Context: an optimization exercise on an open-source flow, tuned for small area and a short achievable clock period. The choices shown serve that exercise and are no tape-out recipe. RTL that was checked went through simulation tests only; none was proved equivalent to the original. Power and IR drop assume default switching activity.

## wip/nickel
==> module awstm, before the edit <==
module awstm(
        pps,
        tevt,
        evt,
        rst_n,
        clk
    );
    input pps;
    input [31:0] tevt;
    output [31:0] evt;
    input rst_n;
    input clk;
    reg r_pps;
    reg r_pps_lock;
    reg [14:0] r_k;           
    reg [26:0] r_td;
    reg [16:0] r_awstm;
    reg [30:0] r_tmev_next;
    reg [17:0] r_set_tmev;    
    reg [10:0] r_tcor;
    reg [7:0]  r_tcor_max;    
    wire evt_pps = pps & ~r_pps;
    assign evt = {r_set_tmev[17], 14'd0, r_set_tmev[16:0]};
    wire        low_zero = ~|r_td[18:0];
    wire [6:0]  a = (r_td[25:19] ^ {7{r_td[26]}}) + {6'd0, r_td[26] & low_zero};
    wire [6:0]  t1;
    wire [6:0]  t2;
    assign t1[6] = a[6];
    assign t1[5:0] = a[6:1] | a[5:0];
    assign t2[6] = t1[6];
    assign t2[5:0] = t1[6:1] ^ t1[5:0];
    wire [7:0]  tcm_next = {~(t1[1] & t1[2]), t2[0], t2[1], t2[2], t2[3], t2[4], t2[5], t2[6]};
    wire tcor_ge = r_tcor[10:3] >= r_tcor_max;
    wire [10:0] tcor_next = tcor_ge ? 11'd0 : r_tcor + 11'd1;
    wire cor_eq = (r_tcor == {r_tcor_max, 3'd0});
    wire k_to = r_k[14] & ~r_k[12] & ~r_k[9] & ~r_k[8] & ~r_k[7] & ~r_k[2] & ~r_k[1] & ~r_k[0];
    wire cor = ~aws_wrap & cor_eq;
    wire inc0 = cor_eq & r_td[26];
    wire inc2 = cor_eq & ~r_td[26];
    wire aws_wrap = (&r_awstm[16:15]) & (&r_awstm[10:9]) & r_awstm[7] & (r_awstm[5] | (&r_awstm[4:0]));
    wire        aws_c1 = inc2 | (~cor_eq & r_awstm[0]);
    wire [16:0] aws_sum;
    assign aws_sum[0] = r_awstm[0] ^ ~cor_eq;
    genvar gw;
    generate
        for (gw = 1; gw < 17; gw = gw + 1) begin : g_aws
            if (gw == 1) begin : g1
                assign aws_sum[gw] = r_awstm[gw] ^ aws_c1;
            end else begin : gn
                assign aws_sum[gw] = r_awstm[gw] ^ (aws_c1 & (&r_awstm[gw-1:1]));
            end
        end
    endgenerate
    wire [16:0] aws_next = aws_wrap ? 17'd0 : aws_sum;
    wire [14:0] td_l = r_td[14:0];
    wire [11:0] td_h = r_td[26:15];
    wire [15:0] pk_l = {1'b0, td_l} + {1'b0, r_k};
    wire [11:0] td_h_p = td_h + 12'd1;
    wire [11:0] td_h_m = td_h - 12'd1;
    wire [11:0] pk_h = (r_k[14] == pk_l[15]) ? td_h : (pk_l[15] ? td_h_p : td_h_m);
    wire [14:0] pm_l = td_l + {{14{~r_td[26]}}, 1'b1};
    wire        pm_c = r_td[26] ? (&td_l) : ~|td_l;
    wire [11:0] pm_h = pm_c ? (r_td[26] ? td_h_p : td_h_m) : td_h;
    wire [26:0] td_pk = {pk_h, pk_l[14:0]};
    wire [26:0] td_pm = {pm_h, pm_l};
    wire [16:0] tm_l = r_tmev_next[16:0];
    wire        tm_hz = ~|r_tmev_next[30:17];
    wire        tm_ho = &r_tmev_next[30:17];
    wire        l_ones = &tm_l;
    wire [16:0] e = ~(tm_l ^ r_awstm);
    wire [16:0] q;
    assign q[16:0] = {e[16:1] ^ ~(r_awstm[15:0] | ~tm_l[15:0]), ~e[0]};
    wire        m_eq = tm_hz & (&e);
    wire        m_p1 = (&q) & (l_ones ? tm_ho : tm_hz);
    wire        match = m_eq | m_p1;
    wire        tm_gt = ~tm_hz | (tm_l > 17'd99999);
    wire [17:0] tm_sl = {1'b0, tm_l} + {1'b0, tevt[16:0]};
    wire [17:0] tm_dl = {1'b0, tm_l} + 18'd31073;
    wire [13:0] tm_h = r_tmev_next[30:17];
    wire [13:0] sum_h;
    wire [13:0] sub_h;
    genvar gt;
    generate
        for (gt = 0; gt < 14; gt = gt + 1) begin : g_tmh
            if (gt == 0) begin : g0
                assign sum_h[gt] = tevt[17] ^ tm_sl[17];
                assign sub_h[gt] = tm_h[gt] ^ ~tm_dl[17];
            end else begin : gn
                assign sum_h[gt] = tevt[17+gt] ^ (tm_sl[17] & (&tevt[16+gt:17]));
                assign sub_h[gt] = tm_h[gt] ^ (~tm_dl[17] & ~|tm_h[gt-1:0]);
            end
        end
    endgenerate
    wire [30:0] tm_sum = {sum_h, tm_sl[16:0]};
    wire [30:0] tm_sub = {sub_h, tm_dl[16:0]};
    wire [30:0] tm_keep = tm_gt ? tm_sub : r_tmev_next;
    always @(posedge clk or negedge rst_n) begin
        if (rst_n == 1'b0) begin
            r_pps <= 1'b0;
            r_pps_lock <= 1'b0;
            r_k <= 15'd9999;
            r_td <= 27'd0;
            r_tcor <= 11'd0;
            r_tcor_max <= 8'd128;
            r_awstm <= 17'd0;
            r_tmev_next <= 31'd0;
            r_set_tmev <= 18'd0;
        end else begin
            r_pps <= pps;
            r_tcor_max <= tcm_next;
            r_tcor <= tcor_next;
            if (evt_pps) begin
                r_pps_lock <= 1'b1;
                r_k <= 15'd9999;
            end else if (k_to) begin
                r_pps_lock <= 1'b0;
                r_k <= 15'd4999;
            end else begin
                r_k <= r_k - 15'd1;
            end
            if (cor)
                r_td <= td_pm;
            else if (evt_pps)
                r_td <= td_pk;
            r_awstm <= aws_next;
            if (match)
                r_set_tmev <= {r_pps_lock, r_awstm};
            r_tmev_next <= (match & ~tm_gt) ? tm_sum : tm_keep;
        end
    end
endmodule
export LEC_CHECK = 0
export CAP_MARGIN = 20
export CORE_MARGIN = 2
export CORE_UTILIZATION = 40
export CTS_BUF_LIST = sky130_fd_sc_hd__clkbuf_8
export PLACE_DENSITY = 0.6
export SETUP_SLACK_MARGIN = 2.8
export SLEW_MARGIN = 20
create_clock -name core_clock -period 6.0 [get_ports {clk}]
standard.sh (not shown) runs the stock make flow with config.mk's settings and CLKGATE_MAP_FILE= SYNTH_SCRIPT=/design/flow/synth_recipe.tcl, a recipe that flattens the netlist after the stock synthesis.
==> flow/flow/run.sh <==
#!/bin/bash
# Standard ORFS layout; the only change is the cell used to buffer the ports.
set -euo pipefail
bash standard.sh finish "BUFFER_PORTS_ARGS=-buffer_cell sky130_fd_sc_hd__buf_1" > make_finish.log 2>&1
wip/nickel went all the way through the flow, and no timing, DRC or antenna check failed.
Relative to wip/nickel, the following input files were edited for wip/pepper:
==> flow/design.v, changed modules only <==
module awstm(
        pps,
        tevt,
        evt,
        rst_n,
        clk
    );
    input pps;
    input [31:0] tevt;
    output [31:0] evt;
    input rst_n;
    input clk;
    reg r_pps;
    reg r_pps_lock;
    reg [14:0] r_k;           
    reg [26:0] r_td;
    reg [16:0] r_awstm;
    reg [30:0] r_tmev_next;
    reg [17:0] r_set_tmev;    
    reg [10:0] r_tcor;
    reg [7:0]  r_tcor_max;    
    reg r_eq;                 
    reg r_wrap;               
    wire evt_pps = pps & ~r_pps;
    assign evt = {r_set_tmev[17], 14'd0, r_set_tmev[16:0]};
    wire        low_zero = ~|r_td[18:0];
    wire [6:0]  a = (r_td[25:19] ^ {7{r_td[26]}}) + {6'd0, r_td[26] & low_zero};
    wire [6:0]  t1;
    wire [6:0]  t2;
    assign t1[6] = a[6];
    assign t1[5:0] = a[6:1] | a[5:0];
    assign t2[6] = t1[6];
    assign t2[5:0] = t1[6:1] ^ t1[5:0];
    wire [7:0]  tcm_next = {~(t1[1] & t1[2]), t2[0], t2[1], t2[2], t2[3], t2[4], t2[5], t2[6]};
    wire tcor_ge = r_tcor[10:3] >= r_tcor_max;
    wire [10:0] tcor_next = tcor_ge ? 11'd0 : r_tcor + 11'd1;
    wire eq_next = (tcor_next == {tcm_next, 3'd0});
    wire k_to = r_k[14] & ~r_k[12] & ~r_k[9] & ~r_k[8] & ~r_k[7] & ~r_k[2] & ~r_k[1] & ~r_k[0];
    wire cor = ~r_wrap & r_eq;
    wire inc0 = r_eq & r_td[26];
    wire inc2 = r_eq & ~r_td[26];
    wire at_99998 = (&r_awstm[16:15]) & (&r_awstm[10:9]) & r_awstm[7] & (&r_awstm[4:1]);
    wire at_99997 = (&r_awstm[16:15]) & (&r_awstm[10:9]) & r_awstm[7] & (&r_awstm[4:2]) & r_awstm[0];
    wire wrap_next = ~r_wrap & ((at_99998 & ~inc0) | (at_99997 & inc2));
    wire [16:0] aws_next = r_wrap ? 17'd0 : (inc2 ? r_awstm + 17'd2 : (inc0 ? r_awstm : r_awstm + 17'd1));
    wire [14:0] td_l = r_td[14:0];
    wire [11:0] td_h = r_td[26:15];
    wire [15:0] pk_l = {1'b0, td_l} + {1'b0, r_k};
    wire [11:0] td_h_p = td_h + 12'd1;
    wire [11:0] td_h_m = td_h - 12'd1;
    wire [11:0] pk_h = (r_k[14] == pk_l[15]) ? td_h : (pk_l[15] ? td_h_p : td_h_m);
    wire [14:0] pm_l = r_td[26] ? td_l + 15'd1 : td_l - 15'd1;
    wire        pm_c = r_td[26] ? (&td_l) : ~|td_l;
    wire [11:0] pm_h = pm_c ? (r_td[26] ? td_h_p : td_h_m) : td_h;
    wire [26:0] td_pk = {pk_h, pk_l[14:0]};
    wire [26:0] td_pm = {pm_h, pm_l};
    wire [16:0] tm_l = r_tmev_next[16:0];
    wire        tm_hz = ~|r_tmev_next[30:17];
    wire        tm_ho = &r_tmev_next[30:17];
    wire        l_ones = &tm_l;
    wire [16:0] e = ~(tm_l ^ r_awstm);
    wire [16:0] q;
    assign q[16:0] = {e[16:1] ^ ~(r_awstm[15:0] | ~tm_l[15:0]), ~e[0]};
    wire        m_eq = tm_hz & (&e);
    wire        m_p1 = (&q) & (l_ones ? tm_ho : tm_hz);
    wire        match = m_eq | m_p1;
    wire        tm_gt = ~tm_hz | (tm_l > 17'd99999);
    wire [30:0] tm_sum = tevt[30:0] + {14'd0, tm_l};
    wire [30:0] tm_sub = r_tmev_next - 31'd99999;
    wire [30:0] tm_keep = tm_gt ? tm_sub : r_tmev_next;
    always @(posedge clk or negedge rst_n) begin
        if (rst_n == 1'b0) begin
            r_pps <= 1'b0;
            r_pps_lock <= 1'b0;
            r_k <= 15'd9999;
            r_td <= 27'd0;
            r_tcor <= 11'd0;
            r_tcor_max <= 8'd128;
            r_eq <= 1'b0;
            r_wrap <= 1'b0;
            r_awstm <= 17'd0;
            r_tmev_next <= 31'd0;
            r_set_tmev <= 18'd0;
        end else begin
            r_pps <= pps;
            r_tcor_max <= tcm_next;
            r_tcor <= tcor_next;
            r_eq <= eq_next;
            r_wrap <= wrap_next;
            if (evt_pps) begin
                r_pps_lock <= 1'b1;
                r_k <= 15'd9999;
            end else if (k_to) begin
                r_pps_lock <= 1'b0;
                r_k <= 15'd4999;
            end else begin
                r_k <= r_k - 15'd1;
            end
            if (cor)
                r_td <= td_pm;
            else if (evt_pps)
                r_td <= td_pk;
            r_awstm <= aws_next;
            if (match)
                r_set_tmev <= {r_pps_lock, r_awstm};
            r_tmev_next <= (match & ~tm_gt) ? tm_sum : tm_keep;
        end
    end
endmodule
--- outcome ---
- Tapcell count (wip/pepper vs. wip/nickel) increases slightly
- wip/nickel → wip/pepper: multiplexer share of the synthesized area went up by 0.36 points; cell count went up by 73; routed wire length went up by 14%.
- wip/pepper vs. wip/nickel: post-synthesis xor/xnor area fraction went up; met2 routed wirelength went up.
- The area overhead of the layout relative to synthesis number comes out lower for wip/pepper vs wip/nickel.
- Launch point of the critical path = r_k[4]: wip/nickel; launch point of the critical path = tevt[13]: wip/pepper
- The lower pin count of the biggest net entering global routing of wip/pepper and wip/nickel is in wip/pepper.
- In the flow results for wip/pepper and wip/nickel, the global-route usage is smaller on wip/nickel.
- Looking at sequential share of power, wip/pepper sits 2.3 points higher than wip/nickel does.


## rev 12
awstm, a different RTL version from the one above (not shown whole).
Size: about 130 flip-flops, roughly 67 I/O pins, about 9100 µm² of cells after synthesis.
==> module awstm, before the edit <==
module awstm(
        pps,
        tevt,
        evt,
        rst_n,
        clk
    );
    input pps;
    input [31:0] tevt;
    output [31:0] evt;
    input rst_n;
    input clk;
    reg r_pps;
    reg r_pps_lock;
    reg [14:0] r_k;           
    reg [26:0] r_td;
    reg [16:0] r_awstm;
    reg [30:0] r_tmev_next;
    reg [17:0] r_set_tmev;    
    reg [10:0] r_tcor;
    reg [7:0]  r_tcor_max;    
    reg r_eq;                 
    reg r_wrap;               
    wire evt_pps = pps & ~r_pps;
    assign evt = {r_set_tmev[17], 14'd0, r_set_tmev[16:0]};
    wire        low_zero = ~|r_td[18:0];
    wire [6:0]  a = (r_td[25:19] ^ {7{r_td[26]}}) + {6'd0, r_td[26] & low_zero};
    wire [6:0]  t1;
    wire [6:0]  t2;
    assign t1[6] = a[6];
    assign t1[5:0] = a[6:1] | a[5:0];
    assign t2[6] = t1[6];
    assign t2[5:0] = t1[6:1] ^ t1[5:0];
    wire [7:0]  tcm_next = {~(t1[1] & t1[2]), t2[0], t2[1], t2[2], t2[3], t2[4], t2[5], t2[6]};
    wire tcor_ge = r_tcor[10:3] >= r_tcor_max;
    wire eq_next = ~tcor_ge & (&r_tcor[2:0]) & (r_tcor[10:3] + 8'd1 == tcm_next);
    wire k_to = r_k[14] & ~r_k[12] & ~r_k[9] & ~r_k[8] & ~r_k[7] & ~r_k[2] & ~r_k[1] & ~r_k[0];
    wire cor = ~r_wrap & r_eq;
    wire inc0 = r_eq & r_td[26];
    wire inc2 = r_eq & ~r_td[26];
    wire at_99998 = (&r_awstm[16:15]) & (&r_awstm[10:9]) & r_awstm[7] & (&r_awstm[4:1]);
    wire at_99997 = (&r_awstm[16:15]) & (&r_awstm[10:9]) & r_awstm[7] & (&r_awstm[4:2]) & r_awstm[0];
    wire wrap_next = ~r_wrap & ((at_99998 & ~inc0) | (at_99997 & inc2));
    wire [16:0] aws_next = {17{~r_wrap}} & (r_awstm + {15'd0, inc2, ~inc0 & ~inc2});
    wire [26:0] td_op = cor ? {{26{~r_td[26]}}, 1'b1} : ({27{evt_pps}} & {{12{r_k[14]}}, r_k});
    wire [26:0] td_nx = r_td + td_op;
    wire [16:0] tm_l = r_tmev_next[16:0];
    wire        tm_hz = ~|r_tmev_next[30:17];
    wire        tm_ho = &r_tmev_next[30:17];
    wire        l_ones = &tm_l;
    wire [16:0] e = ~(tm_l ^ r_awstm);
    wire [16:0] q;
    assign q[16:0] = {e[16:1] ^ ~(r_awstm[15:0] | ~tm_l[15:0]), ~e[0]};
    wire        m_eq = tm_hz & (&e);
    wire        m_p1 = (&q) & (l_ones ? tm_ho : tm_hz);
    wire        match = m_eq | m_p1;
    wire        tm_gt = ~tm_hz | (tm_l > 17'd99999);
    wire        tm_add = match & ~tm_gt;
    wire [30:0] tm_a = {r_tmev_next[30:17] | ({14{tm_add}} & tevt[30:17]), tm_l};
    wire [30:0] tm_b = tm_gt ? 31'h7ffe7961 : {14'd0, {17{tm_add}} & tevt[16:0]};
    wire [30:0] tm_nx = tm_a + tm_b;
    always @(posedge clk or negedge rst_n) begin
        if (rst_n == 1'b0) begin
            r_pps <= 1'b0;
            r_pps_lock <= 1'b0;
            r_k <= 15'd9999;
            r_td <= 27'd0;
            r_tcor <= 11'd0;
            r_tcor_max <= 8'd128;
            r_eq <= 1'b0;
            r_wrap <= 1'b0;
            r_awstm <= 17'd0;
            r_tmev_next <= 31'd0;
            r_set_tmev <= 18'd0;
        end else begin
            r_pps <= pps;
            r_tcor_max <= tcm_next;
            r_tcor <= tcor_ge ? 11'd0 : r_tcor + 11'd1;
            r_eq <= eq_next;
            r_wrap <= wrap_next;
            if (evt_pps) begin
                r_pps_lock <= 1'b1;
                r_k <= 15'd9999;
            end else if (k_to) begin
                r_pps_lock <= 1'b0;
                r_k <= 15'd4999;
            end else begin
                r_k <= r_k - 15'd1;
            end
            r_td <= td_nx;
            r_awstm <= aws_next;
            if (match)
                r_set_tmev <= {r_pps_lock, r_awstm};
            r_tmev_next <= tm_nx;
        end
    end
endmodule
clock: 6.0 ns
lec_check: 0
cap_margin: 20
core_margin: 2
core_utilization: 40
place_density: 0.6
setup_slack_margin: 3.0
slew_margin: 20
run.sh (not shown) runs the stock make flow with config.mk's settings and CLKGATE_MAP_FILE= SYNTH_SCRIPT=/design/flow/synth_recipe.tcl, a recipe that flattens the netlist after the stock synthesis.
Stock flow here: none of the scripts above is used.
[inputs] rev 13 vs rev 12
-- flow/design.v --
<<< rev 12, line 43
    wire at_99997 = (&r_awstm[16:15]) & (&r_awstm[10:9]) & r_awstm[7] & (&r_awstm[4:2]) & r_awstm[0];
    wire wrap_next = ~r_wrap & ((at_99998 & ~inc0) | (at_99997 & inc2));
    wire [16:0] aws_next = {17{~r_wrap}} & (r_awstm + {15'd0, inc2, ~inc0 & ~inc2});
    wire [26:0] td_op = cor ? {{26{~r_td[26]}}, 1'b1} : ({27{evt_pps}} & {{12{r_k[14]}}, r_k});
    wire [26:0] td_nx = r_td + td_op;
    wire [16:0] tm_l = r_tmev_next[16:0];
    wire        tm_hz = ~|r_tmev_next[30:17];
>>> rev 13, line 43
    wire at_99997 = (&r_awstm[16:15]) & (&r_awstm[10:9]) & r_awstm[7] & (&r_awstm[4:2]) & r_awstm[0];
    wire wrap_next = ~r_wrap & ((at_99998 & ~inc0) | (at_99997 & inc2));
    wire [16:0] aws_next = r_wrap ? 17'd0 : (inc2 ? r_awstm + 17'd2 : (inc0 ? r_awstm : r_awstm + 17'd1));
    wire [26:0] td_pk = r_td + {{12{r_k[14]}}, r_k};
    wire [26:0] td_pm = r_td + {{26{~r_td[26]}}, 1'b1};
    wire [16:0] tm_l = r_tmev_next[16:0];
    wire        tm_hz = ~|r_tmev_next[30:17];
<<< rev 12, line 57
    wire        match = m_eq | m_p1;
    wire        tm_gt = ~tm_hz | (tm_l > 17'd99999);
    wire        tm_add = match & ~tm_gt;
    wire [30:0] tm_a = {r_tmev_next[30:17] | ({14{tm_add}} & tevt[30:17]), tm_l};
    wire [30:0] tm_b = tm_gt ? 31'h7ffe7961 : {14'd0, {17{tm_add}} & tevt[16:0]};
    wire [30:0] tm_nx = tm_a + tm_b;
    always @(posedge clk or negedge rst_n) begin
        if (rst_n == 1'b0) begin
>>> rev 13, line 57
    wire        match = m_eq | m_p1;
    wire        tm_gt = ~tm_hz | (tm_l > 17'd99999);
    wire [30:0] tm_sum = {tevt[30:17], 17'd0} + {14'd0, tm_l} + {14'd0, tevt[16:0]};
    wire [30:0] tm_sub = r_tmev_next - 31'd99999;
    wire [30:0] tm_keep = tm_gt ? tm_sub : r_tmev_next;
    always @(posedge clk or negedge rst_n) begin
        if (rst_n == 1'b0) begin
<<< rev 12, line 89
                r_k <= r_k - 15'd1;
            end
            r_td <= td_nx;
            r_awstm <= aws_next;
            if (match)
                r_set_tmev <= {r_pps_lock, r_awstm};
            r_tmev_next <= tm_nx;
        end
    end
>>> rev 13, line 88
                r_k <= r_k - 15'd1;
            end
            if (cor)
                r_td <= td_pm;
            else if (evt_pps)
                r_td <= td_pk;
            r_awstm <= aws_next;
            if (match)
                r_set_tmev <= {r_pps_lock, r_awstm};
            r_tmev_next <= (match & ~tm_gt) ? tm_sum : tm_keep;
        end
    end
==> run summary <==
In rev 13 relative to rev 12, synthesized cell count had gone up by more than 10%. Rev 13 against rev 12: area enclosed by the die boundary up 2200 µm², post-route non-filler standard cell count now sits higher, switching component of the power saw an increase, total number of multi-input combinational cells picked up an extra about 24%, final weighted congestion in routability-driven placement shows an increase of 5.9%. Relative to rev 12, final worst-path cycle share has gone down in rev 13. Pre-CTS setup slack for rev 13: 0.70 ns up relative to rev 12. Source of the critical timing path: r_awstm[1]$_DFF_PN0_ -> rev 12, r_td[4]$_DFFE_PN0P_ -> rev 13. Rev 12 → rev 13: met2 layer wire length in the routed design rose by about 28%; power density normalized to cell area rose about 54%; register-to-register path setup slack now sits higher; critical path depth now sits lower.
No functional check of the RTL was part of rev 12.

-- separate check: timing with driven ports --
The results above use ideal ports. As a check the final layouts listed here were re-extracted and re-timed, cells and wires unchanged.
Step 1: set_driving_cell puts a clkbuf_16 on clk and a buf_2 on each other input, an assumption about the parent block.
Step 2 times the ports against the registers' clock, not the clock port: input delays grow and output delays shrink by t, the midpoint of the rising clock arrivals with the driver on.
Slacks: ideal / step 1 / step 2; pairs: ideal / step 1.
run | t (ns) | slack for setup (ns) | hold slack, ns
wip/nickel | 0.495 | 2.869 / 2.869 / 2.465 | 0.469 / 0.469 / 0.469
wip/pepper | 0.484 | 2.885 / 2.895 / 2.420 | 0.486 / 0.486 / 0.486
rev 12 | 0.465 | 1.646 / 1.646 / 1.646 | 0.459 / 0.459 / 0.459
rev 13 | 0.469 | 2.843 / 2.843 / 2.544 | 0.468 / 0.468 / 0.468
After both steps every run listed still meets setup and hold. For wip/pepper, which loses most, drivers alone change the setup slack by +0.010 ns; drivers and shift together by -0.465 ns.
